This is an optimization exercise on Yosys and OpenROAD, whose aim is small area and a short achievable clock period, not a production implementation.
Where RTL was checked, it was by simulation tests only, not by an equivalence proof against the original.
Only the layout flow was run in run 1; the RTL was not checked for function there.
Power and IR drop assume default switching activity.

==> flow/design.v, too long to show whole: its modules and the start of the top module <==
// module div_pre: 100 lines
// module div_post: 173 lines
// module alu_top: 731 lines
module alu_top (
    input clk,
    input [16-1:0] a,
    input [16-1:0] b,
    input [3:0] sel,
    output reg [16-1:0] y,
    output reg carry
);
  // ...
==> flow/flow/run.sh <==
#!/bin/bash
# Standard ORFS layout (standard.sh: unchanged synthesis, steps and SDC) with
# a larger setup slack margin for the repair steps.  At the design's 27 ns
# period every path already has slack, so without a margin the repair steps
# do nothing; with MARGIN ns they shorten every path longer than 27 - MARGIN.
set -euo pipefail
MARGIN=17
bash standard.sh SETUP_SLACK_MARGIN=$MARGIN  finish > standard.log 2>&1
==> flow/standard.sh <==
#!/bin/bash
# synth_recipe.tcl (not shown) runs the flow's synth.tcl, then flattens the netlist and writes it again
# the make line also repeats each setting of config.mk as NAME=value (left out here)
make -C /OpenROAD-flow-scripts/flow DESIGN_CONFIG=/design/flow/config.mk WORK_HOME=/design/flow/orfs CLKGATE_MAP_FILE= SYNTH_SCRIPT=/design/flow/synth_recipe.tcl "${@:-finish}"
==> flow/config.mk <==
export PLATFORM = sky130hd
export DESIGN_NAME = alu_top
export DESIGN_NICKNAME = alu_top
export VERILOG_FILES = /design/flow/design.v
export SDC_FILE = /design/flow/constraint.sdc
export NUM_CORES = 4
export LEC_CHECK = 0
export ABC_AREA = 1
export CAP_MARGIN = 20
export CORE_MARGIN = 2
export CORE_UTILIZATION = 55
export SLEW_MARGIN = 20
export SYNTH_HIERARCHICAL = 1
==> flow/constraint.sdc <==
create_clock -name core_clock -period 27.0 [get_ports {clk}]
set_input_delay 5.4000 -clock core_clock [delete_from_list [all_inputs] [get_ports {clk}]]
set_output_delay 5.4000 -clock core_clock [all_outputs]
set_load 0.01 [all_outputs]
==> results.toml, run 1 <==
[die]
core_um2 = 28900
die_h_um = 176

[yosys]
synthAdderAreaFrac_pct = 20.0
syn_area_um2 = 16300
ys_types = 64
synth_nets = 2793
synth_top_cell_area_share_pct = 21.2
synth-xor-area-share_pct = 3.61

[clocking]
worst_skew_pair.late_latency_ns = 0.37
numClockSinks = 98
cts_tree = "built"
cts-root-buf = "clkbuf_16"
cts_buffer_depth = 2

[setup_path]
crit_path_end_kind = "output pin"
timing.rr.start = "s1_b[3]"
crit_buf_inv = 7
path_class = "reg -> out"
critPathArrivalTime_ns = 4.46
cp.depth = 34
cpMaxStageDelayCell = "dfxtp_2"

[outcome]
status = "finished clean"

[drt]
drc = 0
avgViaCountPerCell = 5.34
dr.pass1.iters = 5
wl_met1_um = 21200
dr_total_vias = 16000

[placement]
place_area_um2 = 16800

[cells_and_area]
nClkBuffers = 9
layout_common_cells = "886 x nand2_1, 396 x inv_1, 286 x nand3_1, 120 x fa_1, 85 x nand2_2"
buffers = 106
final-nonclk-buf-share_pct = 5.60
multiInputGateArea_um2 = 12400
layout.clock.cell_area_share_pct = 1.67

[timing]
skew_ns = 0.0133
hold_viol = 0
holdWs_ns = 0.437
drv_slew = 0

[grt]
grt_usage_pct = 31.8
grt_pass1_wl_um = 77800

[power_and_ir_drop]
pg_comb_uw = 599
seq_power_uw = 171
p_int_uw = 469

[run]
maxCapViolations = 0

[min_path]
min-delay-start = "s1_b[15]"
==> module div_post, before the edit <==
module div_post (input [2:0] a, input [15:0] b, input [12:0] rin, output [2:0] q);
  wire [13:0] t2 = {rin, a[2]};
  wire [13:0] p2 = ~(t2 ^ b[13:0]);
  wire [14:0] c2;
  wire G2_0 = p2[0] ? 1'b0 : b[0];
  wire G2_1 = p2[2] ? b[1] : b[2];
  wire P2_1 = p2[2] & p2[1];
  wire G2_2 = p2[4] ? b[3] : b[4];
  wire P2_2 = p2[4] & p2[3];
  wire G2_3 = p2[6] ? b[5] : b[6];
  wire P2_3 = p2[6] & p2[5];
  wire G2_4 = p2[8] ? b[7] : b[8];
  wire P2_4 = p2[8] & p2[7];
  wire G2_5 = p2[10] ? b[9] : b[10];
  wire P2_5 = p2[10] & p2[9];
  wire G2_6 = p2[12] ? b[11] : b[12];
  wire P2_6 = p2[12] & p2[11];
  wire G2_7 = P2_1 ? G2_0 : G2_1;
  wire G2_8 = P2_3 ? G2_2 : G2_3;
  wire P2_8 = P2_3 & P2_2;
  wire G2_9 = P2_5 ? G2_4 : G2_5;
  wire P2_9 = P2_5 & P2_4;
  wire G2_10 = P2_8 ? G2_7 : G2_8;
  wire G2_11 = P2_9 ? G2_10 : G2_9;
  wire G2_12 = P2_2 ? G2_7 : G2_2;
  wire G2_13 = P2_4 ? G2_10 : G2_4;
  wire G2_14 = P2_6 ? G2_11 : G2_6;
  wire G2_15 = p2[1] ? G2_0 : b[1];
  wire G2_16 = p2[3] ? G2_7 : b[3];
  wire G2_17 = p2[5] ? G2_12 : b[5];
  wire G2_18 = p2[7] ? G2_10 : b[7];
  wire G2_19 = p2[9] ? G2_13 : b[9];
  wire G2_20 = p2[11] ? G2_11 : b[11];
  wire G2_21 = p2[13] ? G2_14 : b[13];
  assign c2[0] = 1'b0;
  assign c2[1] = G2_0;
  assign c2[2] = G2_15;
  assign c2[3] = G2_7;
  assign c2[4] = G2_16;
  assign c2[5] = G2_12;
  assign c2[6] = G2_17;
  assign c2[7] = G2_10;
  assign c2[8] = G2_18;
  assign c2[9] = G2_13;
  assign c2[10] = G2_19;
  assign c2[11] = G2_11;
  assign c2[12] = G2_20;
  assign c2[13] = G2_14;
  assign c2[14] = G2_21;
  wire [13:0] d2 = ~p2 ^ c2[13:0];
  wire q2 = ~|b[15:14] & ~c2[14];
  wire [13:0] r2 = q2 ? d2[13:0] : t2;
  wire [14:0] t1 = {r2, a[1]};
  wire [14:0] p1 = ~(t1 ^ b[14:0]);
  wire [15:0] c1;
  wire G1_0 = p1[0] ? 1'b0 : b[0];
  wire G1_1 = p1[2] ? b[1] : b[2];
  wire P1_1 = p1[2] & p1[1];
  wire G1_2 = p1[4] ? b[3] : b[4];
  wire P1_2 = p1[4] & p1[3];
  wire G1_3 = p1[6] ? b[5] : b[6];
  wire P1_3 = p1[6] & p1[5];
  wire G1_4 = p1[8] ? b[7] : b[8];
  wire P1_4 = p1[8] & p1[7];
  wire G1_5 = p1[10] ? b[9] : b[10];
  wire P1_5 = p1[10] & p1[9];
  wire G1_6 = p1[12] ? b[11] : b[12];
  wire P1_6 = p1[12] & p1[11];
  wire G1_7 = p1[14] ? b[13] : b[14];
  wire P1_7 = p1[14] & p1[13];
  wire G1_8 = P1_1 ? G1_0 : G1_1;
  wire G1_9 = P1_3 ? G1_2 : G1_3;
  wire P1_9 = P1_3 & P1_2;
  wire G1_10 = P1_5 ? G1_4 : G1_5;
  wire P1_10 = P1_5 & P1_4;
  wire G1_11 = P1_7 ? G1_6 : G1_7;
  wire P1_11 = P1_7 & P1_6;
  wire G1_12 = P1_9 ? G1_8 : G1_9;
  wire G1_13 = P1_11 ? G1_10 : G1_11;
  wire P1_13 = P1_11 & P1_10;
  wire G1_14 = P1_13 ? G1_12 : G1_13;
  wire G1_15 = P1_10 ? G1_12 : G1_10;
  wire G1_16 = P1_2 ? G1_8 : G1_2;
  wire G1_17 = P1_4 ? G1_12 : G1_4;
  wire G1_18 = P1_6 ? G1_15 : G1_6;
  wire G1_19 = p1[1] ? G1_0 : b[1];
  wire G1_20 = p1[3] ? G1_8 : b[3];
  wire G1_21 = p1[5] ? G1_16 : b[5];
  wire G1_22 = p1[7] ? G1_12 : b[7];
  wire G1_23 = p1[9] ? G1_17 : b[9];
  wire G1_24 = p1[11] ? G1_15 : b[11];
  wire G1_25 = p1[13] ? G1_18 : b[13];
  assign c1[0] = 1'b0;
  assign c1[1] = G1_0;
  assign c1[2] = G1_19;
  assign c1[3] = G1_8;
  assign c1[4] = G1_20;
  assign c1[5] = G1_16;
  assign c1[6] = G1_21;
  assign c1[7] = G1_12;
  assign c1[8] = G1_22;
  assign c1[9] = G1_17;
  assign c1[10] = G1_23;
  assign c1[11] = G1_15;
  assign c1[12] = G1_24;
  assign c1[13] = G1_18;
  assign c1[14] = G1_25;
  assign c1[15] = G1_14;
  wire [14:0] d1 = ~p1 ^ c1[14:0];
  wire q1 = ~|b[15:15] & ~c1[15];
  wire [14:0] r1 = q1 ? d1[14:0] : t1;
  wire [15:0] t0 = {r1, a[0]};
  wire [15:0] p0 = ~(t0 ^ b[15:0]);
  wire [16:0] c0;
  wire G0_0 = p0[0] ? 1'b0 : b[0];
  wire G0_1 = p0[2] ? b[1] : b[2];
  wire P0_1 = p0[2] & p0[1];
  wire G0_2 = p0[4] ? b[3] : b[4];
  wire P0_2 = p0[4] & p0[3];
  wire G0_3 = p0[6] ? b[5] : b[6];
  wire P0_3 = p0[6] & p0[5];
  wire G0_4 = p0[8] ? b[7] : b[8];
  wire P0_4 = p0[8] & p0[7];
  wire G0_5 = p0[10] ? b[9] : b[10];
  wire P0_5 = p0[10] & p0[9];
  wire G0_6 = p0[12] ? b[11] : b[12];
  wire P0_6 = p0[12] & p0[11];
  wire G0_7 = p0[14] ? b[13] : b[14];
  wire P0_7 = p0[14] & p0[13];
  wire G0_8 = P0_1 ? G0_0 : G0_1;
  wire G0_9 = P0_3 ? G0_2 : G0_3;
  wire P0_9 = P0_3 & P0_2;
  wire G0_10 = P0_5 ? G0_4 : G0_5;
  wire P0_10 = P0_5 & P0_4;
  wire G0_11 = P0_7 ? G0_6 : G0_7;
  wire P0_11 = P0_7 & P0_6;
  wire G0_12 = P0_9 ? G0_8 : G0_9;
  wire G0_13 = P0_11 ? G0_10 : G0_11;
  wire P0_13 = P0_11 & P0_10;
  wire G0_14 = P0_13 ? G0_12 : G0_13;
  wire G0_15 = P0_10 ? G0_12 : G0_10;
  wire G0_16 = P0_2 ? G0_8 : G0_2;
  wire G0_17 = P0_4 ? G0_12 : G0_4;
  wire G0_18 = P0_6 ? G0_15 : G0_6;
  wire G0_19 = p0[1] ? G0_0 : b[1];
  wire G0_20 = p0[3] ? G0_8 : b[3];
  wire G0_21 = p0[5] ? G0_16 : b[5];
  wire G0_22 = p0[7] ? G0_12 : b[7];
  wire G0_23 = p0[9] ? G0_17 : b[9];
  wire G0_24 = p0[11] ? G0_15 : b[11];
  wire G0_25 = p0[13] ? G0_18 : b[13];
  wire G0_26 = p0[15] ? G0_14 : b[15];
  assign c0[0] = 1'b0;
  assign c0[1] = G0_0;
  assign c0[2] = G0_19;
  assign c0[3] = G0_8;
  assign c0[4] = G0_20;
  assign c0[5] = G0_16;
  assign c0[6] = G0_21;
  assign c0[7] = G0_12;
  assign c0[8] = G0_22;
  assign c0[9] = G0_17;
  assign c0[10] = G0_23;
  assign c0[11] = G0_15;
  assign c0[12] = G0_24;
  assign c0[13] = G0_18;
  assign c0[14] = G0_25;
  assign c0[15] = G0_14;
  assign c0[16] = G0_26;
  wire [15:0] d0 = ~p0 ^ c0[15:0];
  wire q0 = 1'b1 & ~c0[16];
  assign q = {q2, q1, q0};
endmodule
==> run 2: changes to the inputs <==
--- a/flow/design.v
+++ b/flow/design.v
@@ -93,69 +93,18 @@
   assign c10[5] = G10_4;
   assign c10[6] = G10_7;
   wire [5:0] d10 = ~p10 ^ c10[5:0];
   wire q10 = ~|b[15:6] & ~c10[6];
   wire [5:0] r10 = q10 ? d10[5:0] : t10;
   assign r = r10;
   assign q = {q15, q14, q13, q12, q11, q10};
 endmodule
-module div_post (input [2:0] a, input [15:0] b, input [12:0] rin, output [2:0] q);
-  wire [13:0] t2 = {rin, a[2]};
-  wire [13:0] p2 = ~(t2 ^ b[13:0]);
-  wire [14:0] c2;
-  wire G2_0 = p2[0] ? 1'b0 : b[0];
-  wire G2_1 = p2[2] ? b[1] : b[2];
-  wire P2_1 = p2[2] & p2[1];
-  wire G2_2 = p2[4] ? b[3] : b[4];
-  wire P2_2 = p2[4] & p2[3];
-  wire G2_3 = p2[6] ? b[5] : b[6];
-  wire P2_3 = p2[6] & p2[5];
-  wire G2_4 = p2[8] ? b[7] : b[8];
-  wire P2_4 = p2[8] & p2[7];
-  wire G2_5 = p2[10] ? b[9] : b[10];
-  wire P2_5 = p2[10] & p2[9];
-  wire G2_6 = p2[12] ? b[11] : b[12];
-  wire P2_6 = p2[12] & p2[11];
-  wire G2_7 = P2_1 ? G2_0 : G2_1;
-  wire G2_8 = P2_3 ? G2_2 : G2_3;
-  wire P2_8 = P2_3 & P2_2;
-  wire G2_9 = P2_5 ? G2_4 : G2_5;
-  wire P2_9 = P2_5 & P2_4;
-  wire G2_10 = P2_8 ? G2_7 : G2_8;
-  wire G2_11 = P2_9 ? G2_10 : G2_9;
-  wire G2_12 = P2_2 ? G2_7 : G2_2;
-  wire G2_13 = P2_4 ? G2_10 : G2_4;
-  wire G2_14 = P2_6 ? G2_11 : G2_6;
-  wire G2_15 = p2[1] ? G2_0 : b[1];
-  wire G2_16 = p2[3] ? G2_7 : b[3];
-  wire G2_17 = p2[5] ? G2_12 : b[5];
-  wire G2_18 = p2[7] ? G2_10 : b[7];
-  wire G2_19 = p2[9] ? G2_13 : b[9];
-  wire G2_20 = p2[11] ? G2_11 : b[11];
-  wire G2_21 = p2[13] ? G2_14 : b[13];
-  assign c2[0] = 1'b0;
-  assign c2[1] = G2_0;
-  assign c2[2] = G2_15;
-  assign c2[3] = G2_7;
-  assign c2[4] = G2_16;
-  assign c2[5] = G2_12;
-  assign c2[6] = G2_17;
-  assign c2[7] = G2_10;
-  assign c2[8] = G2_18;
-  assign c2[9] = G2_13;
-  assign c2[10] = G2_19;
-  assign c2[11] = G2_11;
-  assign c2[12] = G2_20;
-  assign c2[13] = G2_14;
-  assign c2[14] = G2_21;
-  wire [13:0] d2 = ~p2 ^ c2[13:0];
-  wire q2 = ~|b[15:14] & ~c2[14];
-  wire [13:0] r2 = q2 ? d2[13:0] : t2;
-  wire [14:0] t1 = {r2, a[1]};
+module div_post (input [1:0] a, input [15:0] b, input [13:0] rin, output [1:0] q);
+  wire [14:0] t1 = {rin, a[1]};
   wire [14:0] p1 = ~(t1 ^ b[14:0]);
   wire [15:0] c1;
   wire G1_0 = p1[0] ? 1'b0 : b[0];
   wire G1_1 = p1[2] ? b[1] : b[2];
   wire P1_1 = p1[2] & p1[1];
   wire G1_2 = p1[4] ? b[3] : b[4];
   wire P1_2 = p1[4] & p1[3];
   wire G1_3 = p1[6] ? b[5] : b[6];
@@ -264,17 +213,17 @@
   assign c0[11] = G0_15;
   assign c0[12] = G0_24;
   assign c0[13] = G0_18;
   assign c0[14] = G0_25;
   assign c0[15] = G0_14;
   assign c0[16] = G0_26;
   wire [15:0] d0 = ~p0 ^ c0[15:0];
   wire q0 = 1'b1 & ~c0[16];
-  assign q = {q2, q1, q0};
+  assign q = {q1, q0};
 endmodule
 module alu_top (
     input clk,
     input [16-1:0] a,
     input [16-1:0] b,
     input [3:0] sel,
     output reg [16-1:0] y,
     output reg carry
@@ -555,18 +504,69 @@
   assign c3[9] = G3_13;
   assign c3[10] = G3_19;
   assign c3[11] = G3_11;
   assign c3[12] = G3_20;
   assign c3[13] = G3_14;
   wire [12:0] d3 = ~p3 ^ c3[12:0];
   wire q3 = ~|s1_b[15:13] & ~c3[13];
   wire [12:0] r3 = q3 ? d3[12:0] : t3;
-  wire [12:0] rb = r3;
-  wire [9:3] qb = {q9, q8, q7, q6, q5, q4, q3};
+  wire [13:0] t2 = {r3, s1_a[2]};
+  wire [13:0] p2 = ~(t2 ^ s1_b[13:0]);
+  wire [14:0] c2;
+  wire G2_0 = p2[0] ? 1'b0 : s1_b[0];
+  wire G2_1 = p2[2] ? s1_b[1] : s1_b[2];
+  wire P2_1 = p2[2] & p2[1];
+  wire G2_2 = p2[4] ? s1_b[3] : s1_b[4];
+  wire P2_2 = p2[4] & p2[3];
+  wire G2_3 = p2[6] ? s1_b[5] : s1_b[6];
+  wire P2_3 = p2[6] & p2[5];
+  wire G2_4 = p2[8] ? s1_b[7] : s1_b[8];
+  wire P2_4 = p2[8] & p2[7];
+  wire G2_5 = p2[10] ? s1_b[9] : s1_b[10];
+  wire P2_5 = p2[10] & p2[9];
+  wire G2_6 = p2[12] ? s1_b[11] : s1_b[12];
+  wire P2_6 = p2[12] & p2[11];
+  wire G2_7 = P2_1 ? G2_0 : G2_1;
+  wire G2_8 = P2_3 ? G2_2 : G2_3;
+  wire P2_8 = P2_3 & P2_2;
+  wire G2_9 = P2_5 ? G2_4 : G2_5;
+  wire P2_9 = P2_5 & P2_4;
+  wire G2_10 = P2_8 ? G2_7 : G2_8;
+  wire G2_11 = P2_9 ? G2_10 : G2_9;
+  wire G2_12 = P2_2 ? G2_7 : G2_2;
+  wire G2_13 = P2_4 ? G2_10 : G2_4;
+  wire G2_14 = P2_6 ? G2_11 : G2_6;
+  wire G2_15 = p2[1] ? G2_0 : s1_b[1];
+  wire G2_16 = p2[3] ? G2_7 : s1_b[3];
+  wire G2_17 = p2[5] ? G2_12 : s1_b[5];
+  wire G2_18 = p2[7] ? G2_10 : s1_b[7];
+  wire G2_19 = p2[9] ? G2_13 : s1_b[9];
+  wire G2_20 = p2[11] ? G2_11 : s1_b[11];
+  wire G2_21 = p2[13] ? G2_14 : s1_b[13];
+  assign c2[0] = 1'b0;
+  assign c2[1] = G2_0;
+  assign c2[2] = G2_15;
+  assign c2[3] = G2_7;
+  assign c2[4] = G2_16;
+  assign c2[5] = G2_12;
+  assign c2[6] = G2_17;
+  assign c2[7] = G2_10;
+  assign c2[8] = G2_18;
+  assign c2[9] = G2_13;
+  assign c2[10] = G2_19;
+  assign c2[11] = G2_11;
+  assign c2[12] = G2_20;
+  assign c2[13] = G2_14;
+  assign c2[14] = G2_21;
+  wire [13:0] d2 = ~p2 ^ c2[13:0];
+  wire q2 = ~|s1_b[15:14] & ~c2[14];
+  wire [13:0] r2 = q2 ? d2[13:0] : t2;
+  wire [13:0] rb = r2;
+  wire [9:2] qb = {q9, q8, q7, q6, q5, q4, q3, q2};
   wire [15:0] o;
   wire co;
   wire [16:0] sc, dc; wire [16:0] sum; wire [15:0] dif;
   assign sc[0] = 1'b0; assign dc[0] = 1'b1;
   genvar k;
   generate for (k = 0; k < 16; k = k + 1) begin : rip
     assign sum[k] = s1_a[k] ^ s1_b[k] ^ sc[k];
     assign sc[k+1] = (s1_a[k] & s1_b[k]) | (sc[k] & (s1_a[k] ^ s1_b[k]));
@@ -981,24 +981,24 @@
   wire l_n = s_lg & ((s1_sel[2:0] == 3'b011) | (s1_sel[2:0] == 3'b100) | (s1_sel[2:0] == 3'b101));
   wire [15:0] bg = s1_a & s1_b, bp = s1_a ^ s1_b;
   wire [15:0] lo = {16{l_n}} ^ (({16{l_g}} & bg) | ({16{l_p}} & bp));
   wire [15:0] sh = ({16{s_shl}} & {s1_a[14:0], 1'b0}) | ({16{s_shr}} & {1'b0, s1_a[15:1]})
                  | ({16{s_rl}} & {8'b0, s1_a[6:0], s1_a[7]}) | ({16{s_rr}} & {8'b0, s1_a[0], s1_a[7:1]});
   assign o = ({16{s_add}} & sum[15:0]) | ({16{s_sub}} & dif) | ({16{s_mul}} & prod) | sh | lo;
   wire isdiv = s1_sel == 4'b0011;
   reg [15:0] s2_m;         
-  reg [12:0] s2_r;
-  reg [2:0] s2_a;
+  reg [13:0] s2_r;
+  reg [1:0] s2_a;
   reg [15:0] s2_b;
   reg s2_div;
   always @(posedge clk) begin
-    s2_m <= isdiv ? {s1_q, qb, o[2:0]} : o;
+    s2_m <= isdiv ? {s1_q, qb, o[1:0]} : o;
     s2_r <= rb;
-    s2_a <= s1_a[2:0];
+    s2_a <= s1_a[1:0];
     s2_b <= s1_b;
     s2_div <= isdiv;
     carry <= co;
   end
-  wire [2:0] qc;
+  wire [1:0] qc;
   div_post u_post (.a(s2_a), .b(s2_b), .rin(s2_r), .q(qc));
-  always @* y = {s2_m[15:3], s2_div ? qc : s2_m[2:0]};
+  always @* y = {s2_m[15:2], s2_div ? qc : s2_m[1:0]};
 endmodule
==> flow/flow/run.sh (replaced) <==
#!/bin/bash
# Standard ORFS layout (standard.sh: unchanged synthesis, steps and SDC) with
# a larger setup slack margin for the repair steps.  At the design's 27 ns
# period every path already has slack, so without a margin the repair steps
# do nothing; with MARGIN ns they shorten every path longer than 27 - MARGIN.
set -euo pipefail
MARGIN=17.5
bash standard.sh SETUP_SLACK_MARGIN=$MARGIN  finish > standard.log 2>&1
==> run 2 against run 1 <==
Still clean on timing, DRC and antenna. Non-clock buffer count is 63 higher. Critical path type is now reg -> reg. Clock skew is 0.00086 ns lower. Total power is 0.35% higher.
==> results.toml, run 2 <==
[outcome]
status = "finished clean"

[drt]
drtIter0Drc = 1412
avgViaCountPerCell = 5.50
dr_total_vias = 16900
drt-wirelength-per-cell_um = 17.8
dr.pass1.iters = 6
ant_nets = 0
drc = 0
drt-total-wl_um = 54700

[die]
pin_count = 54
start_util_pct = 55.4
die_h_um = 176
core.rowCount = 63
core_um2 = 29400
dieArea_um2 = 31000
die_w_um = 176

[cells_and_area]
final_common_cell = "nand2_1"
drive_above_1_share_pct = 26.2
layout_common_cells = "743 x nand2_1, 401 x inv_1, 216 x nand2_2, 204 x nand3_1, 120 x fa_1"
syn2layout_area_growth_pct = 21.5
antennaDiodeCount = 0
final_nets = 2896

[clocking]
worst_skew_pair.late_latency_ns = 0.39
cts_buffers = 9
numClockSinks = 98
cts.htree.levels = 3
cts_tree = "built"
cts-root-buf = "clkbuf_16"
clk_pin_slew_ns = 0.07
ctsHoldBuffers = 0
cts_buffer_depth = 2

[yosys]
synthTopCellsByCount = "889 x nand2_1, 414 x inv_1, 280 x nand3_1, 120 x fa_1, 114 x nand2_2"
synth_warnings = 7
ys_top_cells_by_area = "nand2_1 20%, fa_1 15%, dfxtp_1 12%"
syn_area_um2 = 16300
ys_types = 63
synth_top_cell_area_share_pct = 20.5
yosys.area.top_type = "nand2_1"
syn_area_per_cell_um2 = 6.36
ys_ff_latch = 98
synth_nets = 2788
syn_inst = 2562
synth_top_flop_cell = "dfxtp_1"
yosysMostFrequentCell = "nand2_1"
synth_edf_count = 0
yosysSeqAreaShare_pct = 12.0
ys_async_sr_fraction_pct = 0

[grt]
grt_max_degree = 29
grt_pass1_wl_um = 80900
grt_usage_pct = 33.5
antenna_found_initial = 0
grt_pass1_vias = 15400
gr-total-overflow = 0

[timing]
drv_slew = 0
period_needed_ns = 9.32
tns_ns = 0
hold_viol = 0
rsz0062_at_grt = "yes"
clock.fmax_mhz = 107
slew_headroom_pct = 34.5
skew_ns = 0.0125
setup_viol = 0
tightestPinTransition_ns = 0.979
fin_crit_sh_pct = 34.5

[power_and_ir_drop]
p_leak_uw = 0.0108
total_power_uw = 907
peakVddDrop_uv = 54.0
power_density_nw_per_um2 = 45.8

[min_path]
hold_class = "reg -> reg"
min-delay-start = "s1_q[5]"
hold_depth = 2

[setup_path]
slowest_delay_ns = 0.38
startpoint = "s1_b[1]"
path_class = "reg -> reg"
timing.rr.start = "s1_b[1]"
critPathArrivalTime_ns = 9.60
cp_max_fo = 14
r2r_cells = 82
crit_path_end_kind = "flop"
crit_required_ns = 27.28
cpMaxStageDelayCell = "dfxtp_2"
start_kind = "flop"
crit_top_cell = "nand2_2"

[placement]
hpwlAfterDp_um = 38600
gp_congestion = 0.990
portBuffers = 53

[run]
maxCapViolations = 0
## run 2: cell count changes in the layout (fill, tap and decap cells not counted), sizes merged, moves of 5 or more
cell           change
nand3             -27
xor2              +11
o211ai             -5
dlymetal6s2s      +11
nand3b             -5
nand2             +17
a21oi              +5
clkdlybuf4s50     -10
xnor2              -5
buf               +57
o21ai              +8
## run 2: cell families after synthesis
family | count (synthesis) | share of synthesized area [%]
flip-flops | 98 | 12.0
AO/OA/AOI/OAI | 136 | 5.51
XOR/XNOR | 73 | 3.92
adder cells (fa/ha/maj) | 189 | 20.0
AND/OR/NAND/NOR | 1507 | 43.2
multiplexers | 2 | 0.138
buffers and inverters | 557 | 15.1
## run 2: through the flow
step           hold WS, ns  instances  utilization (%)  setup WS, ns  instance area [um^2]
2_1_floorplan        0.354       2562                -         18.41                 16300
4_1_cts              0.470       2975             59.5         17.50                 17500
5_1_grt              0.479       3065             67.3         17.18                 19800
3_3_place_gp         0.437       2950             57.4         16.53                 16900
3_5_place_dp         0.455       2950             57.4         16.27                 16900
6_report             0.462       3065             67.3         17.68                 19800
## run 2: worst max-delay path: cells and delay by family (launching register included)
kind | cells | cell delay (ns)
simple gates | 65 | 6.88
buf+inv | 11 | 1.01
compound gates | 6 | 0.90
flops | 1 | 0.38
## run 2: report_power, final
group	total, uW	internal [uW]	switching [uW]
registers	172	159	13.1
clock network	134	65.3	68.2
logic	601	238	364
total	907	462	445
## run 2: layer usage
metal	vias up	global-route usage, %	part of all wire [%]
li1	8074	-	-
met1	7895	45.7	42
met2	715	55.0	46
met3	178	3.75	7.8
met4	0	11.9	4.5
met5	-	0	0
## run 2: path summary, 6_finish.rpt
check                           slack (ns)  endpoint
worst max register to register       17.68   s2_r[5]
worst max-delay path                 17.68   s2_r[5]
worst min register to register        0.46  s2_m[15]
worst min-delay path                  0.46  s2_m[15]
## run 2: repair_timing
item	4_1_cts	5_1_grt
setup buffers	6	78
pin swaps	1	115
setup endpoints to repair	15	22
gates resized for setup	49	414
cloned	3	12
## run 2: modules after synthesis, one instance, submodules excluded
module,times used,flip-flops and latches,cells
div_post,1,0,311
alu_top,1,98,1983
div_pre,1,0,268
## run 2: area by class of cell
cell class / count / area [um^2]
fill: 2627 / 9610
inverter: 475 / 1930
tap: 390 / 488
sequential: 98 / 1990
clock buffer: 9 / 225
clock inverter: 7 / 66.3
multi-input combinational: 1917 / 13400
timing repair buffer: 169 / 1680
==> run 3: changes to the inputs <==
--- a/flow/flow/run.sh
+++ b/flow/flow/run.sh
@@ -4,5 +4,5 @@
 # period every path already has slack, so without a margin the repair steps
 # do nothing; with MARGIN ns they shorten every path longer than 27 - MARGIN.
 set -euo pipefail
-MARGIN=17.5
+MARGIN=16
 bash standard.sh SETUP_SLACK_MARGIN=$MARGIN  finish > standard.log 2>&1
==> run 3 against run 2 <==
Still clean. Non-clock buffer count fell by 82. Global-route usage fell by 0.38 points. Via count fell by 5.2%. Synthesized area did not move. First-iteration DRC count shrank 5.4%. Hold slack improved by 0.0015 ns. Utilization is 8.5 points lower. Critical path depth unchanged. Sequential cell count unchanged. Critical path type unchanged. Highest routed layer unchanged.
==> results.toml, run 3 <==
[timing]
fin_ws_ns = 16.96
hold_viol = 0
tightestPinTransition_ns = 0.908
holdWs_ns = 0.464
clock.fmax_mhz = 99.6
skew_ns = 0.00988
rsz0062_at_grt = "no"
setup_viol = 0
period_needed_ns = 10.04
fin_crit_sh_pct = 37.2
tns_ns = 0
slew_headroom_pct = 39.3
drv_slew = 0

[yosys]
yosysSeqAreaShare_pct = 12.0
synth_nets = 2788
yosysMostFrequentCell = "nand2_1"
synth_edf_count = 0
ys_top_cells_by_area = "nand2_1 20%, fa_1 15%, dfxtp_1 12%"
syn_inst = 2562
ys_async_sr_fraction_pct = 0
syn_area_per_cell_um2 = 6.36
synth_top_cell_area_share_pct = 20.5
synthTopCellsByCount = "889 x nand2_1, 414 x inv_1, 280 x nand3_1, 120 x fa_1, 114 x nand2_2"
synth_top_flop_cell = "dfxtp_1"
ys_types = 63
yosys.area.top_type = "nand2_1"
syn_area_um2 = 16300
synth_warnings = 7
ys_ff_latch = 98

[die]
core_um2 = 29400
pin_count = 54
core.rowCount = 63
die_w_um = 176
dieArea_um2 = 31000
start_util_pct = 55.4
die_h_um = 176

[power_and_ir_drop]
total_power_uw = 852
p_leak_uw = 0.00982
power_density_nw_per_um2 = 49.3
peakVddDrop_uv = 54.0

[drt]
drtIter0Drc = 1336
avgViaCountPerCell = 5.37
drt-wirelength-per-cell_um = 16.9
ant_nets = 0
drc = 0
dr_total_vias = 16000
dr.pass1.iters = 8
drt-total-wl_um = 50300

[placement]
gp_congestion = 0.990
place_ws_ns = 16.27
portBuffers = 53
hpwlAfterDp_um = 38600

[clocking]
ctsHoldBuffers = 0
clk_pin_slew_ns = 0.08
worst_skew_pair.late_latency_ns = 0.38
numClockSinks = 98
cts_buffer_depth = 2
cts_tree = "built"
cts.htree.levels = 3
cts_buffers = 9
cts-root-buf = "clkbuf_16"

[cells_and_area]
syn2layout_area_growth_pct = 6.21
final_nets = 2804
antennaDiodeCount = 0
drive_above_1_share_pct = 12.9
fillers = 2916
multiInputGateArea_um2 = 11900
seqCellArea_um2 = 1960
layout_common_cells = "886 x nand2_1, 413 x inv_1, 280 x nand3_1, 120 x fa_1, 116 x nand2_2"
final_common_cell = "nand2_1"

[setup_path]
crit_required_ns = 27.28
start_kind = "flop"
cp_max_fo = 28
r2r_setup_slack_ns = 16.96
critPathArrivalTime_ns = 10.32
path_class = "reg -> reg"
slowest_delay_ns = 0.41
crit_path_end_kind = "flop"
crit_top_cell = "nand2_1"
cpMaxStageDelayCell = "buf_4"

[grt]
grt_usage_pct = 33.1
grt_pass1_vias = 15300
grt_pass1_wl_um = 80100
grt_max_degree = 29
gr-total-overflow = 0
antenna_found_initial = 0

[min_path]
hold_class = "reg -> reg"

[outcome]
status = "finished clean"

[run]
maxCapViolations = 0
==> run 3: cell counts after synthesis <==
Identical to the previous run, type by type.
==> run 3: through the flow <==
step / instance area, um^2 / util (%) / cells
after floorplan: 16300 / - / 2562
after global placement: 16900 / 57.4 / 2950
after detailed placement: 16900 / 57.4 / 2950
after CTS: 17200 / 58.4 / 2966
after global routing: 17300 / 58.8 / 2973
final: 17300 / 58.8 / 2973
==> run 3: timing repair <==
action	CTS	global route
resized for setup	0	20
buffers inserted	0	7
setup endpoints to repair	0	15
==> run 3: logic make-up after synthesis <==
logic type | Yosys count | share of synthesized area (%)
AOI/OAI and AO/OA | 136 | 5.51
DFF | 98 | 12.0
buffers and inverters | 557 | 15.1
and+or+nand+nor | 1507 | 43.2
adders and majority gates | 189 | 20.0
xor gates and xnor gates | 73 | 3.92
muxes | 2 | 0.138
==> run 3: final cells by class <==
| cell class | instances | share of cell area, % |
|---|---|---|
| sequential | 98 | 11.3 |
| tap | 390 | 2.82 |
| clock inverter | 7 | 0.383 |
| clock buffer | 9 | 1.30 |
| timing repair buffer | 87 | 4.63 |
| multi-input combinational | 1907 | 68.8 |
| inverter | 475 | 10.7 |
==> run 3: report_power, final <==
group | internal, uW | switching [uW] | leakage [uW]
logic | 213 | 334 | 0.00885
clock network | 65.3 | 68.4 | 0.000145
registers | 159 | 12.5 | 0.000824
==> run 3: Yosys stat by module, one instance, submodules excluded <==
module    copies in the design  flops+latches
alu_top                      1             98
div_pre                      1              0
div_post                     1              0
==> run 3: worst paths after layout <==
| path | from | endpoint | depth (start not counted) |
|---|---|---|---|
| hold reg to reg | s1_q[5] | s2_m[15] | 2 |
| hold / removal | s1_q[5] | s2_m[15] | 2 |
| setup reg to reg | s1_b[1] | s2_r[5] | 82 |
| setup / recovery | s1_b[1] | s2_r[5] | 82 |
==> run 3: layer usage <==
layer	share of wire (%)	global-route usage, %
met4	3.1	11.9
met5	0	0
met3	6.6	4.01
met2	46	54.2
met1	44	45.1
==> run 3: worst max-delay path, delay by kind of cell, from the launching register on <==
| kind | cells | cell delay [ns] |
|---|---|---|
| AO/OA/AOI/OAI | 3 | 0.70 |
| buffers and inverters | 11 | 1.30 |
| flip-flops | 1 | 0.31 |
| AND/OR/NAND/NOR | 68 | 7.52 |
==> run 4: changes to the inputs <==
--- a/flow/flow/run.sh
+++ b/flow/flow/run.sh
@@ -4,5 +4,5 @@
 # period every path already has slack, so without a margin the repair steps
 # do nothing; with MARGIN ns they shorten every path longer than 27 - MARGIN.
 set -euo pipefail
-MARGIN=16
+MARGIN=17
 bash standard.sh SETUP_SLACK_MARGIN=$MARGIN  finish > standard.log 2>&1
==> run 4 against run 3 <==
Fmax increased by 6.4%. Synthesized area is the same. Highest routed layer unchanged. Clock power about the same. Design area grew 4.7%. Critical path depth grew 4. Cell count rose by 1.4%. Worst setup slack improved by 0.60 ns.
==> results.toml, run 4 <==
[cells_and_area]
final_common_cell = "nand2_1"
syn2layout_area_growth_pct = 11.2
layout_common_cells = "857 x nand2_1, 410 x inv_1, 268 x nand3_1, 141 x nand2_2, 120 x fa_1"
finalInstanceArea_um2 = 18100
stdcell_count = 3016
final_nets = 2847
fillers = 2848
antennaDiodeCount = 0
drive_above_1_share_pct = 16.8
final_core_utilization_pct = 61.6

[yosys]
ys_ff_latch = 98
synth-xor-area-share_pct = 3.92
syn_inst = 2562
synth_nets = 2788
yosysSeqAreaShare_pct = 12.0
synth_warnings = 7
synth_top_family_by_area = "simple AND/OR/NAND/NOR gates"
synthTopCellsByCount = "889 x nand2_1, 414 x inv_1, 280 x nand3_1, 120 x fa_1, 114 x nand2_2"
synth_compound_area_share_pct = 5.51
synthAdderAreaFrac_pct = 20.0
synth_mux_area_share_pct = 0.138
synth_top_cell_area_share_pct = 20.5
ys_top_cells_by_area = "nand2_1 20%, fa_1 15%, dfxtp_1 12%"
syn_area_um2 = 16300
syn_area_per_cell_um2 = 6.36
yosys.area_share.simple_pct = 43.2
synth_top_flop_cell = "dfxtp_1"
ys_types = 63
yosys.area.top_type = "nand2_1"
yosysMostFrequentCell = "nand2_1"
synth_edf_count = 0
ys_async_sr_fraction_pct = 0

[setup_path]
worstReg2RegEnd = "s2_r[5]"
cp_max_fo = 28
crit_buf_inv = 15
crit_required_ns = 27.32
r2r_cells = 86
cp.depth = 86
timing.rr.start = "s1_b[1]"
start_kind = "flop"
crit_top_cell = "nand2_1"
cpMaxStageDelayCell = "dfxtp_1"
r2r_setup_slack_ns = 17.56
path_delay_family = "simple AND/OR/NAND/NOR gates"
crit_path_end_kind = "flop"
critPathArrivalTime_ns = 9.76
slowest_delay_ns = 0.34
path_class = "reg -> reg"

[min_path]
hold_depth = 2
hold_class = "reg -> reg"
whs_endpoint = "s2_m[15]"
min-delay-start = "s1_q[5]"

[placement]
dpl.cell_count = 2950
gp_congestion = 0.990
place_area_um2 = 16900
portBuffers = 53
hpwlAfterDp_um = 38600

[clocking]
cts-root-buf = "clkbuf_16"
cts.htree.levels = 3
cts_buffer_depth = 2
clk_pin_slew_ns = 0.08
cts_tree = "built"
numClockSinks = 98
worst_skew_pair.late_latency_ns = 0.38
ctsHoldBuffers = 0
cts_buffers = 9

[timing]
setup_viol = 0
clock.fmax_mhz = 106
period_needed_ns = 9.44
drv_slew = 0
tightestPinTransition_ns = 0.987
tns_ns = 0
rsz0062_at_grt = "no"
hold_viol = 0
fin_crit_sh_pct = 34.9
skew_ns = 0.00995
slew_headroom_pct = 34.0
holdWs_ns = 0.461

[grt]
grt_pass1_vias = 15300
gr-total-overflow = 0
grt_max_degree = 29
antenna_found_initial = 0
grt_pass1_wl_um = 80200
grt_usage_pct = 33.2

[drt]
ant_nets = 0
drt-total-wl_um = 51900
dr.pass1.iters = 6
drt-wirelength-per-cell_um = 17.2
dr_total_vias = 16300
drc = 0
drtIter0Drc = 1257
avgViaCountPerCell = 5.40

[power_and_ir_drop]
power_density_nw_per_um2 = 48.1
peakVddDrop_uv = 53.6
p_leak_uw = 0.0101

[die]
core_um2 = 29400
dieArea_um2 = 31000
die_h_um = 176
core.rowCount = 63
die_w_um = 176
start_util_pct = 55.4
pin_count = 54

[outcome]
status = "finished clean"

[run]
maxCapViolations = 0
[run 4: changes by cell type in the layout (fill, tap and decap cells not counted), sizes merged]
cell      before   now
buf           34    68
nand2       1022  1027
inv          465   461
clkbuf         9    12
clkinvlp       1     4
clkinv        14    15
nor2         116   117
[run 4: Yosys stat by module, one instance, submodules excluded]
module	flip-flops and latches	cell area, um^2	copies in the design	cells
div_pre	0	1450	1	268
alu_top	98	13400	1	1983
div_post	0	1440	1	311
[run 4: how the worst max path moves through the flow]
| stage | from | endpoint | slack (ns) |
|---|---|---|---|
| CTS | s1_b[15] | s2_r[5] | 17.01 |
| detailed placement | s1_b[2] | s2_r[5] | 16.27 |
| global placement | s1_b[2] | s2_m[2] | 16.53 |
| finish | s1_b[1] | s2_r[5] | 17.56 |
| global route | s1_b[1] | s2_r[5] | 16.87 |
| floorplan | a[15] | s1_q[0] | 18.41 |
[run 4: tightest hold or removal path, stage by stage (launching register included)]
cell and delay [ns]:
dfxtp_1 0.32, nand2_1 0.05, nand2_1 0.07
[run 4: through the flow]
| stage | total power [uW] | worst slack, ns |
|---|---|---|
| after global placement | 704 | 16.53 |
| final | 872 | 17.56 |
| after floorplan | 569 | 18.41 |
| after detailed placement | 711 | 16.27 |
| after CTS | 853 | 17.01 |
| after global routing | 951 | 16.87 |
[run 4: final cells by class]
type | count | area [um^2] | share of cell area (%)
clock buffers | 9 | 225 | 1.24
clock inverters | 7 | 66.3 | 0.366
inverters | 475 | 1900 | 10.5
multi-input cells | 1913 | 12200 | 67.6
flip-flops and latches | 98 | 1980 | 10.9
well taps | 390 | 488 | 2.69
repair buffers | 124 | 1220 | 6.73
[run 4: metal layers]
layer,global-route usage [%],share of wire [%],vias to the layer above
met4,12.1,3.9,0
met5,0,0,-
met3,3.68,7.5,140
met2,54.4,45,597
met1,45.3,43,7592
li1,-,-,7970
[run 4: timing repair]
item | 4_1_cts | 5_1_grt
gates resized for setup | 20 | 113
pin swaps | 1 | 26
setup endpoints to repair | 15 | 15
buffers inserted | 4 | 37
gates cloned | 0 | 9
[run 4: cell families (layout without fill, tap and decap cells)]
kind of cell | after synthesis | count (layout)
fa+ha+maj | 189 | 189
simple gates | 1507 | 1513
xor+xnor | 73 | 73
buf+inv | 557 | 615
mux | 2 | 2
flops | 98 | 98
compound gates | 136 | 136
[run 4: report_power, final]
| group | internal (uW) | switching (uW) | total, uW | leakage, uW |
|---|---|---|---|---|
| logic | 223 | 343 | 566 | 0.00915 |
| clock network | 65.3 | 68.3 | 134 | 0.000145 |
| registers | 159 | 13.1 | 172 | 0.000825 |
| total | 447 | 425 | 872 | 0.0101 |
==> run 5: changes to the inputs <==
--- a/flow/config.mk
+++ b/flow/config.mk
@@ -8,6 +8,6 @@
 export ABC_AREA = 1
 export CAP_MARGIN = 20
 export CORE_MARGIN = 2
-export CORE_UTILIZATION = 55
+export CORE_UTILIZATION = 62
 export SLEW_MARGIN = 20
 export SYNTH_HIERARCHICAL = 1
==> run 5 against run 4 <==
Worst setup slack improved by 0.017 ns. Design area rose by 0.85%. Clock power fell by 8%. Still clean on timing, DRC and antenna. Die area fell by 11%. Non-clock buffer count rose by 6. Combinational power barely moved. Critical path depth fell by 48. Utilization rose by 8.9 points. Sequential power barely moved. Cell count fell by 1.4%. Routed wire length fell by 0.82%. Sequential cell count did not move.
==> results.toml, run 5 <==
[outcome]
status = "finished clean"

[die]
core.rowCount = 59
pin_count = 54
core_um2 = 25900
dieArea_um2 = 27600
die_w_um = 166
start_util_pct = 62.9
die_h_um = 166

[clocking]
cts.htree.levels = 3
cts-root-buf = "clkbuf_16"
ctsHoldBuffers = 0
cts_buffers = 9
worst_skew_pair.late_latency_ns = 0.36
cts_tree = "built"
cts_buffer_depth = 2
numClockSinks = 98
clk_pin_slew_ns = 0.07

[grt]
grt_pass1_wl_um = 78700
grt_pass1_vias = 15600
grt_max_degree = 29
grt_usage_pct = 35.7
antenna_found_initial = 2
gr-total-overflow = 0

[drt]
drc = 0
dr_total_vias = 16600
avgViaCountPerCell = 5.60
dr.pass1.iters = 9
top_layer_used = "met4"
ant_nets = 0
wl_met2_um = 23200
drt-total-wl_um = 51500
wl_met1_um = 20500
drt-wirelength-per-cell_um = 17.3
met3_length_um = 5120
drtIter0Drc = 1657

[setup_path]
r2r_cells = 77
cpMaxStageDelayCell = "clkdlybuf4s50_1"
worstReg2RegEnd = "s2_r[8]"
crit_path_end_kind = "flop"
crit_required_ns = 27.25
critPathArrivalTime_ns = 9.67
start_kind = "input port"
crit_top_cell = "nand2_1"
r2r_setup_slack_ns = 17.65
cp_max_fo = 8
timing.rr.start = "s1_b[3]"
path_class = "in -> reg"
slowest_delay_ns = 0.59

[timing]
period_needed_ns = 9.42
hold_viol = 0
slew_headroom_pct = 24.0
tightestPinTransition_ns = 1.14
fin_crit_sh_pct = 34.9
skew_ns = 0.00796
rsz0062_at_grt = "no"
fin_ws_ns = 17.58
drv_slew = 0
setup_viol = 0
tns_ns = 0
clock.fmax_mhz = 106

[placement]
place_ws_ns = 16.54
dpl.cell_count = 2895
place_area_um2 = 16800
hpwlAfterDp_um = 37200
gp_congestion = 0.977
portBuffers = 53

[cells_and_area]
drive_above_1_share_pct = 17.7
final_common_cell = "nand2_1"
final_nets = 2857
syn2layout_area_growth_pct = 12.2
finalInstanceArea_um2 = 18300
layout_common_cells = "853 x nand2_1, 408 x inv_1, 259 x nand3_1, 145 x nand2_2, 120 x fa_1"
stdcell_count = 2973

[power_and_ir_drop]
peakVddDrop_uv = 54.8
total_power_uw = 862
power_density_nw_per_um2 = 47.2
p_leak_uw = 0.0102

[yosys]
ys_top_cells_by_area = "nand2_1 20%, fa_1 15%, dfxtp_1 12%"
yosysMostFrequentCell = "nand2_1"
yosysSeqAreaShare_pct = 12.0
ys_types = 63
synth_warnings = 7
syn_area_per_cell_um2 = 6.36
ys_async_sr_fraction_pct = 0
synth_nets = 2788
synthTopCellsByCount = "889 x nand2_1, 414 x inv_1, 280 x nand3_1, 120 x fa_1, 114 x nand2_2"
synth_edf_count = 0
synth_top_flop_cell = "dfxtp_1"
syn_inst = 2562
yosys.area.top_type = "nand2_1"
synth_top_cell_area_share_pct = 20.5
ys_ff_latch = 98
syn_area_um2 = 16300

[min_path]
hold_class = "reg -> reg"
min-delay-start = "s1_q[5]"
hold_depth = 2
whs_endpoint = "s2_m[15]"

[run]
maxCapViolations = 0
[run 5: cell counts after synthesis]
No cell type changed its count.
[run 5: timing repair]
action / in CTS / in global routing
buffers inserted: 3 / 41
setup endpoints to repair: 15 / 16
pin swaps: 0 / 26
resized for setup: 10 / 156
cloned: 0 / 16
[run 5: worst max path at each step]
stage	from	to	slack (ns)	cells past startpoint
after detailed placement	s1_b[2]	s2_r[8]	16.54	81
final	b[0]	s1_r[4]	17.58	38
after CTS	s1_a[9]	s2_r[8]	17.03	78
after global placement	s1_b[2]	s2_r[5]	16.71	81
after global routing	s1_b[14]	s2_r[8]	16.90	81
after floorplan	a[15]	s1_q[0]	18.41	35
[run 5: critical path, delay by kind of cell]
family          cells  cell delay, ns
compound gates      1            0.17
fa+ha+maj           1            0.28
buf+inv             5            0.92
simple gates       31            2.89
[run 5: area by class of cell]
| class | count | area, um^2 |
|---|---|---|
| Clock buffer | 11 | 233 |
| Timing Repair Buffer | 130 | 1310 |
| Inverter | 475 | 1910 |
| Clock inverter | 5 | 38.8 |
| Fill cell | 2318 | 7640 |
| Tap cell | 335 | 419 |
| Multi-Input combinational cell | 1917 | 12400 |
| Antenna cell | 2 | 5.00 |
| Sequential cell | 98 | 1990 |
[run 5: routing by layer]
layer	GRT usage, %	vias up
li1	-	8004
met1	46.2	7606
met2	58.6	833
met3	6.24	196
met4	16.1	0
met5	0	-
[run 5: cell families (layout without fill, tap and decap cells)]
| logic type | after synthesis | after routing | share of synthesized area, % |
|---|---|---|---|
| adders and majority gates | 189 | 189 | 20.0 |
| xor gates and xnor gates | 73 | 73 | 3.92 |
| muxes | 2 | 2 | 0.138 |
| AOI/OAI and AO/OA | 136 | 136 | 5.51 |
| buffers and inverters | 557 | 621 | 15.1 |
| other | 0 | 2 | 0 |
| and+or+nand+nor | 1507 | 1517 | 43.2 |
| DFF | 98 | 98 | 12.0 |
[run 5: metrics by stage]
step           hold slack (ns)  utilization, %
2_1_floorplan            0.354               -
3_3_place_gp             0.426            64.9
3_5_place_dp             0.428            64.9
4_1_cts                  0.448            66.2
5_1_grt                  0.463            70.5
6_report                 0.446            70.5
[run 5: power breakdown]
part	switching (uW)	internal, uW
Combinational	347	221
Clock	59.6	63.1
Sequential	12.8	159
[run 5: per-module statistics from Yosys, one instance, submodules excluded]
module	copies in the design	cell area [um^2]	flops+latches	cells inside
alu_top	1	13400	98	1983
div_post	1	1440	0	311
div_pre	1	1450	0	268
==> run 6: changes to the inputs <==
--- a/flow/flow/run.sh
+++ b/flow/flow/run.sh
@@ -4,5 +4,5 @@
 # period every path already has slack, so without a margin the repair steps
 # do nothing; with MARGIN ns they shorten every path longer than 27 - MARGIN.
 set -euo pipefail
-MARGIN=17
+MARGIN=16.5
 bash standard.sh SETUP_SLACK_MARGIN=$MARGIN  finish > standard.log 2>&1
==> run 6 against run 5 <==
Still clean. Clock skew rose by 0.00080 ns. Worst setup slack got worse by 0.20 ns. Clock power about the same. Critical endpoint is now s2_r[8]. Largest cell class unchanged. Highest routed layer unchanged.
==> results.toml, run 6 <==
[outcome]
status = "finished clean"

[setup_path]
crit_top_cell = "nand2_1"
r2r_setup_slack_ns = 17.38
slowest_delay_ns = 0.36
crit_buf_inv = 9
crit_path_end_kind = "flop"
path_class = "reg -> reg"
cp_max_fo = 15
crit_required_ns = 27.24
start_kind = "flop"
critPathArrivalTime_ns = 9.86
cpMaxStageDelayCell = "dfxtp_1"
path_delay_family = "simple AND/OR/NAND/NOR gates"

[drt]
avgViaCountPerCell = 5.55
dr_total_vias = 16300
ant_nets = 0
drt-total-wl_um = 49400
drt-wirelength-per-cell_um = 16.9
drtIter0Drc = 1509
drc = 0
dr.pass1.iters = 6

[yosys]
syn_area_per_cell_um2 = 6.36
yosysSeqAreaShare_pct = 12.0
yosysMostFrequentCell = "nand2_1"
synth_top_cell_area_share_pct = 20.5
yosys.area.top_type = "nand2_1"
syn_area_um2 = 16300
synth_warnings = 7
synthTopCellsByCount = "889 x nand2_1, 414 x inv_1, 280 x nand3_1, 120 x fa_1, 114 x nand2_2"
synth_top_flop_cell = "dfxtp_1"
ys_ff_latch = 98
ys_types = 63
syn_inst = 2562
ys_top_cells_by_area = "nand2_1 20%, fa_1 15%, dfxtp_1 12%"
synth_edf_count = 0
synth_nets = 2788
ys_async_sr_fraction_pct = 0

[grt]
grt_usage_pct = 35.7
gr-total-overflow = 0
grt_max_degree = 29
antenna_found_initial = 1
grt_pass1_wl_um = 78600
grt_pass1_vias = 15500

[timing]
rsz0062_at_grt = "no"
clock.fmax_mhz = 104
tightestPinTransition_ns = 1.10
slew_headroom_pct = 26.5
fin_crit_sh_pct = 35.6
skew_ns = 0.00876
hold_viol = 0
period_needed_ns = 9.62
tns_ns = 0
setup_viol = 0
drv_slew = 0

[cells_and_area]
drive_above_1_share_pct = 13.8
final_common_cell = "nand2_1"
layout_common_cells = "882 x nand2_1, 410 x inv_1, 279 x nand3_1, 121 x nand2_2, 120 x fa_1"
syn2layout_area_growth_pct = 7.33
antennaDiodeCount = 0
final_nets = 2818
final_core_utilization_pct = 67.5
fillers = 2413

[clocking]
numClockSinks = 98
cts_buffer_depth = 2
cts.htree.levels = 3
worst_skew_pair.late_latency_ns = 0.36
cts_buffers = 9
cts_tree = "built"
ctsHoldBuffers = 0
clk_pin_slew_ns = 0.07
cts-root-buf = "clkbuf_16"

[power_and_ir_drop]
p_leak_uw = 0.00986
peakVddDrop_uv = 54.7
power_density_nw_per_um2 = 48.4

[die]
core_um2 = 25900
dieArea_um2 = 27600
die_w_um = 166
pin_count = 54
die_h_um = 166
start_util_pct = 62.9
core.rowCount = 59

[placement]
gp_congestion = 0.977
hpwlAfterDp_um = 37200
portBuffers = 53

[min_path]
hold_class = "reg -> reg"

[run]
maxCapViolations = 0
## run 6: routing by layer
metal | vias to the layer above | track usage [%] | part of all wire [%]
li1 | 7916 | - | -
met1 | 7438 | 46.3 | 41
met2 | 725 | 58.7 | 46
met3 | 181 | 6.10 | 8.9
met4 | 0 | 15.7 | 4.6
met5 | - | 0 | 0
## run 6: worst register-to-register path, delay by kind of cell (launching register included)
kind | cells | cell delay (ns)
flip-flops | 1 | 0.36
XOR/XNOR | 1 | 0.17
adder cells (fa/ha/maj) | 1 | 0.21
buffers and inverters | 9 | 1.10
AND/OR/NAND/NOR | 69 | 7.63
## run 6: timing repair
action,CTS,global route
gates cloned,0,4
endpoints found under the hold margin,0,0
gates resized for setup,1,59
endpoints found under the setup margin,4,16
pin swaps,0,4
buffers inserted,2,15
## run 6: report_power, final
group	total [uW]	internal [uW]	switching (uW)
Clock	123	63.1	59.7
Combinational	551	213	338
Sequential	171	159	12.1
## run 6: metrics by stage
stage / worst slack [ns] / total power (uW) / instances / cell area (um^2) / hold WS, ns
2_1_floorplan: 18.41 / 569 / 2562 / 16300 / 0.354
5_1_grt: 16.48 / 926 / 2932 / 17500 / 0.464
6_report: 17.38 / 846 / 2932 / 17500 / 0.449
4_1_cts: 16.57 / 833 / 2913 / 17100 / 0.448
3_5_place_dp: 16.54 / 704 / 2895 / 16800 / 0.428
3_3_place_gp: 16.71 / 695 / 2895 / 16800 / 0.426
## run 6: final timing paths
| path | endpoint | startpoint | cells past startpoint |
|---|---|---|---|
| worst max-delay path | s2_r[8] | s1_a[9] | 80 |
| worst min-delay path | s2_m[15] | s1_q[5] | 2 |
| worst max register to register | s2_r[8] | s1_a[9] | 80 |
| worst min register to register | s2_m[15] | s1_q[5] | 2 |
## run 6: cell families (layout without fill, tap and decap cells)
kind of cell | count (synthesis) | count (layout) | synth area share [%]
multiplexers | 2 | 2 | 0.138
flip-flops | 98 | 98 | 12.0
buffers and inverters | 557 | 588 | 15.1
adder cells (fa/ha/maj) | 189 | 189 | 20.0
XOR/XNOR | 73 | 73 | 3.92
AO/OA/AOI/OAI | 136 | 136 | 5.51
AND/OR/NAND/NOR | 1507 | 1511 | 43.2
## run 6: area by class of cell
type                       count  area [um^2]  share of cell area [%]
timing repair buffer          97          922                    5.27
tap                          335          419                    2.40
clock buffer                  11          233                    1.33
inverter                     475         1880                    10.7
multi-input combinational   1911        12000                    68.8
clock inverter                 5         38.8                   0.222
sequential                    98         1960                    11.2
## run 6: Yosys stat by module (local to each module, per instance)
module,flip-flops and latches,area (um^2),copies in the design
alu_top,98,13400,1
div_post,0,1440,1
div_pre,0,1450,1
==> run 7: changes to the inputs <==
--- a/flow/config.mk
+++ b/flow/config.mk
@@ -8,6 +8,6 @@
 export ABC_AREA = 1
 export CAP_MARGIN = 20
 export CORE_MARGIN = 2
-export CORE_UTILIZATION = 62
+export CORE_UTILIZATION = 55
 export SLEW_MARGIN = 20
 export SYNTH_HIERARCHICAL = 1
==> run 7 against run 6 <==
Critical path type unchanged. Clock skew increased by 0.0015 ns. Synthesized cell count did not move. Still clean. Register-to-register slack improved by 0.03 ns. Design area hardly changed. Via count down 1.8%. First-iteration DRC count is 19% lower. Sequential cell count stayed put.
==> results.toml, run 7 <==
[outcome]
status = "finished clean"

[yosys]
synth_edf_count = 0
ys_types = 63
yosysSeqAreaShare_pct = 12.0
synthTopCellsByCount = "889 x nand2_1, 414 x inv_1, 280 x nand3_1, 120 x fa_1, 114 x nand2_2"
syn_area_um2 = 16300
ys_ff_latch = 98
synth_nets = 2788
ys_top_cells_by_area = "nand2_1 20%, fa_1 15%, dfxtp_1 12%"
syn_area_per_cell_um2 = 6.36
synth_top_cell_area_share_pct = 20.5
yosysMostFrequentCell = "nand2_1"
ys_async_sr_fraction_pct = 0
syn_inst = 2562
synth_warnings = 7
yosys.area.top_type = "nand2_1"
synth_top_flop_cell = "dfxtp_1"

[setup_path]
worst_setup_path_endpoint = "s2_r[5]"
path_class = "reg -> reg"
start_kind = "flop"
crit_path_end_kind = "flop"
critPathArrivalTime_ns = 9.92
crit_required_ns = 27.33
cp.depth = 81
timing.rr.start = "s1_b[15]"
slowest_delay_ns = 0.44
crit_top_cell = "nand2_1"
cpMaxStageDelayCell = "dfxtp_1"
crit_buf_inv = 10
startpoint = "s1_b[15]"
path_delay_family = "simple AND/OR/NAND/NOR gates"
r2r_cells = 81
cp_max_fo = 17
worstReg2RegEnd = "s2_r[5]"
r2r_setup_slack_ns = 17.41

[die]
core_um2 = 29400
start_util_pct = 55.4
dieArea_um2 = 31000
core.rowCount = 63
die_h_um = 176
die_w_um = 176
pin_count = 54

[power_and_ir_drop]
total_power_uw = 859
comb_power_share_pct = 64.4
peakVddDrop_uv = 55.2
p_leak_uw = 0.00985
p_int_uw = 441
p_seq_share_pct = 20.0
p_switching_uw = 419
swShare_pct = 48.7
pwr-share-clk_pct = 15.6
power_density_nw_per_um2 = 49.2

[timing]
slew_headroom_pct = 37.1
setup_viol = 0
period_needed_ns = 9.59
skew_ns = 0.0102
clock.fmax_mhz = 104
drv_slew = 0
tns_ns = 0
tightestPinTransition_ns = 0.942
rsz0062_at_grt = "no"
hold_viol = 0
fin_crit_sh_pct = 35.5

[grt]
grt_pass1_vias = 15300
antenna_found_initial = 0
grt_use_met2_pct = 54.3
grt_pass1_wl_um = 80100
grt_usage_pct = 33.2
grt_max_degree = 29
grt_use_met3_pct = 3.88
grt.busiest_layer = "met2"
gr-total-overflow = 0
gr-usage-met1_pct = 45.3

[drt]
ant_nets = 0
drt-total-wl_um = 50400
drt-wirelength-per-cell_um = 16.9
dr_total_vias = 16000
dr.pass1.iters = 6
drc = 0
drtIter0Drc = 1219
avgViaCountPerCell = 5.36

[clocking]
cts_tree = "built"
numClockSinks = 98
cts-root-buf = "clkbuf_16"
ctsHoldBuffers = 0
cts_buffer_depth = 2
cts.htree.levels = 3
cts_buffers = 9
clk_pin_slew_ns = 0.07
worst_skew_pair.late_latency_ns = 0.38

[cells_and_area]
finalInstanceArea_um2 = 17500
final_common_cell = "nand2_1"
final_core_utilization_pct = 59.5
syn2layout_area_growth_pct = 7.33
antennaDiodeCount = 0
layout_common_cells = "882 x nand2_1, 411 x inv_1, 277 x nand3_1, 120 x nand2_2, 120 x fa_1"
drive_above_1_share_pct = 13.6
stdcell_count = 2980
final_nets = 2811

[placement]
gp_congestion = 0.990
portBuffers = 53
place_area_um2 = 16900
dpl.cell_count = 2950
hpwlAfterDp_um = 38600

[run]
maxCapViolations = 0

[min_path]
hold_class = "reg -> reg"
-- run 7: area by class of cell --
cell class / instances / area, um^2
inverters: 475 / 1870
well taps: 390 / 488
flip-flops and latches: 98 / 1970
multi-input cells: 1908 / 12000
repair buffers: 93 / 876
clock inverters: 7 / 66.3
fillers: 2898 / 11900
clock buffers: 9 / 225
-- run 7: routing by layer --
| metal | share of wire (%) | wire, um |
|---|---|---|
| met1 | 44 | 22300 |
| met2 | 46 | 23100 |
| met3 | 6.5 | 3300 |
| met4 | 3.3 | 1690 |
| met5 | 0 | 0 |
-- run 7: worst min-delay path by stage --
stage | start | to | slack, ns | depth (start not counted)
detailed placement | s1_q[5] | s2_m[15] | 0.45 | 2
finish | s1_q[5] | s2_m[15] | 0.47 | 2
floorplan | s1_b[9] | s2_b[9] | 0.35 | 0
global placement | s1_q[5] | s2_m[15] | 0.44 | 2
CTS | s1_q[5] | s2_m[15] | 0.47 | 2
global route | s1_q[5] | s2_m[15] | 0.48 | 2
-- run 7: metrics by stage --
stage               hold slack, ns  setup WS (ns)
CTS                          0.473          16.52
detailed placement           0.455          16.27
floorplan                    0.354          18.41
global route                 0.484          16.46
finish                       0.465          17.41
global placement             0.437          16.53
-- run 7: kinds of logic (layout without fill, tap and decap cells) --
group / after synthesis / in the layout / share of synthesized area, %
simple gates: 1507 / 1508 / 43.2
buf+inv: 557 / 584 / 15.1
fa+ha+maj: 189 / 189 / 20.0
compound gates: 136 / 136 / 5.51
flops: 98 / 98 / 12.0
xor+xnor: 73 / 73 / 3.92
mux: 2 / 2 / 0.138
-- run 7: per-module statistics from Yosys (local to each module, per instance) --
module	flops+latches	copies in the design	cells inside
div_pre	0	1	268
div_post	0	1	311
alu_top	98	1	1983
-- run 7: power by group through the flow --
stage / logic [uW] / clock network [uW] / registers, uW
final: 554 / 134 / 172
after global routing: 622 / 142 / 174
after CTS: 544 / 136 / 172
after detailed placement: 536 / 0 / 175
after global placement: 529 / 0 / 175
after floorplan: 397 / 0 / 172
-- run 7: tightest hold or removal path, cell delays in order (launching register included) --
cell     delay (ns)
dfxtp_1        0.32
nand2_1        0.05
nand2_1        0.07
-- run 7: repair_timing --
item | CTS | global route
pin swaps | 0 | 2
gates resized for setup | 4 | 50
setup endpoints to repair | 15 | 15
cloned | 0 | 1
setup buffers | 2 | 11
==> run 8: changes to the inputs <==
--- a/flow/config.mk
+++ b/flow/config.mk
@@ -9,5 +9,6 @@
 export CAP_MARGIN = 20
 export CORE_MARGIN = 2
 export CORE_UTILIZATION = 55
+export PLACE_DENSITY = 0.75
 export SLEW_MARGIN = 20
 export SYNTH_HIERARCHICAL = 1
==> run 8 against run 7 <==
Still clean. Synthesized cell count unchanged. Worst setup slack improved by 0.039 ns. Synthesized area unchanged. Die area unchanged. Combinational power decreased by 3%. Hold slack got worse by 0.035 ns. Register-to-register slack improved by 0.06 ns. Clock power decreased by 7%.
==> results.toml, run 8 <==
[cells_and_area]
multiInputGateArea_um2 = 12000
final_common_cell = "nand2_1"
stdcell_count = 2983
final_nets = 2813
drive_above_1_share_pct = 13.7
seqCellArea_um2 = 1970
syn2layout_area_growth_pct = 7.73
final_core_utilization_pct = 59.7
fillers = 2746
finalInstanceArea_um2 = 17500
layout_common_cells = "881 x nand2_1, 409 x inv_1, 280 x nand3_1, 121 x nand2_2, 120 x fa_1"

[placement]
gp_congestion = 0.995
portBuffers = 53
dpl.cell_count = 2946
place_area_um2 = 16900
hpwlAfterDp_um = 37200

[power_and_ir_drop]
power_density_nw_per_um2 = 47.6
pwr-share-clk_pct = 15.0
p_seq_share_pct = 20.9
swShare_pct = 48.0
p_leak_uw = 0.00985
p_int_uw = 434
p_switching_uw = 401
peakVddDrop_uv = 38.7
comb_power_share_pct = 64.2

[setup_path]
crit_required_ns = 27.27
start_kind = "input port"
r2r_cells = 81
cp_max_fo = 8
cpMaxStageDelayCell = "clkdlybuf4s50_1"
path_class = "in -> reg"
worst_setup_path_endpoint = "s1_r[4]"
critPathArrivalTime_ns = 9.82
slowest_delay_ns = 0.66
crit_top_cell = "nand2_1"
worstReg2RegEnd = "s2_r[6]"
crit_path_end_kind = "flop"
timing.rr.start = "s1_b[5]"
r2r_setup_slack_ns = 17.47
startpoint = "b[0]"

[yosys]
synthTopCellsByCount = "889 x nand2_1, 414 x inv_1, 280 x nand3_1, 120 x fa_1, 114 x nand2_2"
syn_area_per_cell_um2 = 6.36
synth_top_cell_area_share_pct = 20.5
yosys.area.top_type = "nand2_1"
yosysMostFrequentCell = "nand2_1"
syn_area_um2 = 16300
ys_top_cells_by_area = "nand2_1 20%, fa_1 15%, dfxtp_1 12%"
synth_top_flop_cell = "dfxtp_1"
ys_async_sr_fraction_pct = 0
synth_nets = 2788
ys_types = 63
ys_ff_latch = 98
synth_edf_count = 0
synth_warnings = 7
yosysSeqAreaShare_pct = 12.0
syn_inst = 2562

[clocking]
cts_tree = "built"
worst_skew_pair.late_latency_ns = 0.37
cts_buffer_depth = 2
cts-root-buf = "clkbuf_16"
cts.htree.levels = 3
cts_buffers = 9
ctsHoldBuffers = 0
clk_pin_slew_ns = 0.09
numClockSinks = 98

[timing]
holdWs_ns = 0.430
slew_headroom_pct = 29.8
hold_viol = 0
setup_viol = 0
drv_slew = 0
fin_crit_sh_pct = 35.4
period_needed_ns = 9.55
rsz0062_at_grt = "no"
tns_ns = 0
skew_ns = 0.0241
clock.fmax_mhz = 105
tightestPinTransition_ns = 1.05

[outcome]
status = "finished clean"

[grt]
grt_usage_pct = 31.8
grt_max_degree = 29
gr-total-overflow = 0
grt_pass1_wl_um = 78300
antenna_found_initial = 1
grt_pass1_vias = 15600

[drt]
avgViaCountPerCell = 5.45
dr.pass1.iters = 9
ant_nets = 0
drt-wirelength-per-cell_um = 16.3
dr_total_vias = 16300
drt-total-wl_um = 48800
drc = 0
drtIter0Drc = 1406

[die]
die_h_um = 176
core_um2 = 29400
pin_count = 54
start_util_pct = 55.4
dieArea_um2 = 31000
core.rowCount = 63
die_w_um = 176

[min_path]
hold_class = "reg -> reg"

[run]
maxCapViolations = 0
==> run 8: cell types whose count changed in the layout (fill, tap and decap cells not counted), sizes merged <==
cell	change
buf	+1
clkbuf	+2
clkinv	+2
clkinvlp	+3
diode	+1
inv	-6
nand2	+1
nor2	-1
==> run 8: worst min-delay path by stage <==
| stage | cells after the start | end | slack [ns] | from |
|---|---|---|---|---|
| 2_1_floorplan | 0 | s2_b[9] | 0.35 | s1_b[9] |
| 3_3_place_gp | 2 | s2_m[15] | 0.42 | s1_q[5] |
| 3_5_place_dp | 2 | s2_m[15] | 0.42 | s1_q[5] |
| 4_1_cts | 2 | s2_m[15] | 0.44 | s1_q[5] |
| 5_1_grt | 2 | s2_m[15] | 0.47 | s1_q[5] |
| 6_report | 2 | s2_m[15] | 0.43 | s1_q[5] |
==> run 8: critical path: cells and delay by family <==
| family | cells | cell delay [ns] |
|---|---|---|
| compound gates | 1 | 0.19 |
| fa+ha+maj | 1 | 0.31 |
| buf+inv | 5 | 0.97 |
| simple gates | 31 | 2.95 |
==> run 8: stage by stage <==
| stage | total power (uW) | setup WS (ns) |
|---|---|---|
| 2_1_floorplan | 569 | 18.41 |
| 3_3_place_gp | 688 | 16.79 |
| 3_5_place_dp | 699 | 16.40 |
| 4_1_cts | 827 | 16.56 |
| 5_1_grt | 922 | 16.49 |
| 6_report | 835 | 17.45 |
==> run 8: layout make-up <==
class | count | share of cell area (%)
well taps | 390 | 2.78
clock buffers | 10 | 1.30
inverters | 475 | 10.7
flip-flops and latches | 98 | 11.2
clock inverters | 6 | 0.228
diodes | 1 | 0.0143
multi-input cells | 1908 | 68.4
repair buffers | 95 | 5.34
==> run 8: repair_timing <==
action / 4_1_cts / 5_1_grt
setup buffers: 0 / 17
resized for setup: 1 / 63
pin swaps: 0 / 4
cloned: 0 / 3
endpoints found under the setup margin: 15 / 15
==> run 8: logic make-up (layout without fill, tap and decap cells) <==
family	count (synthesis)	in the layout	share of synthesized area, %
buf+inv	557	586	15.1
flops	98	98	12.0
fa+ha+maj	189	189	20.0
other cells	0	1	0
mux	2	2	0.138
simple gates	1507	1508	43.2
compound gates	136	136	5.51
xor+xnor	73	73	3.92
==> run 8: power by group through the flow <==
stage | registers [uW] | clock network, uW | logic (uW)
final | 174 | 125 | 536
after global placement | 176 | 0 | 512
after floorplan | 172 | 0 | 397
after CTS | 173 | 127 | 526
after global routing | 176 | 131 | 615
after detailed placement | 176 | 0 | 522
==> run 8: layer usage <==
metal  vias up  share of wire, %  wire, um  track usage, %
met5         -                 0         0               0
met4         0               3.5      1730            12.6
met3       127               7.7      3750            4.61
met2       666                47     23000            53.6
met1      7594                42     20300            41.0
li1       7881                 -         -               -
==> run 8: per-module statistics from Yosys (local to each module, per instance) <==
module    area, um^2  copies in the design  flops+latches  cells inside
div_pre         1450                     1              0           268
alu_top        13400                     1             98          1983
div_post        1440                     1              0           311

Setup slack of run 8, layout unchanged: 17.446 ns with ideal ports, 17.469 ns with driving cells assumed (clock clkbuf_16, inputs buf_2), 17.066 ns with port delays also shifted by the 0.409 ns mid clock arrival.
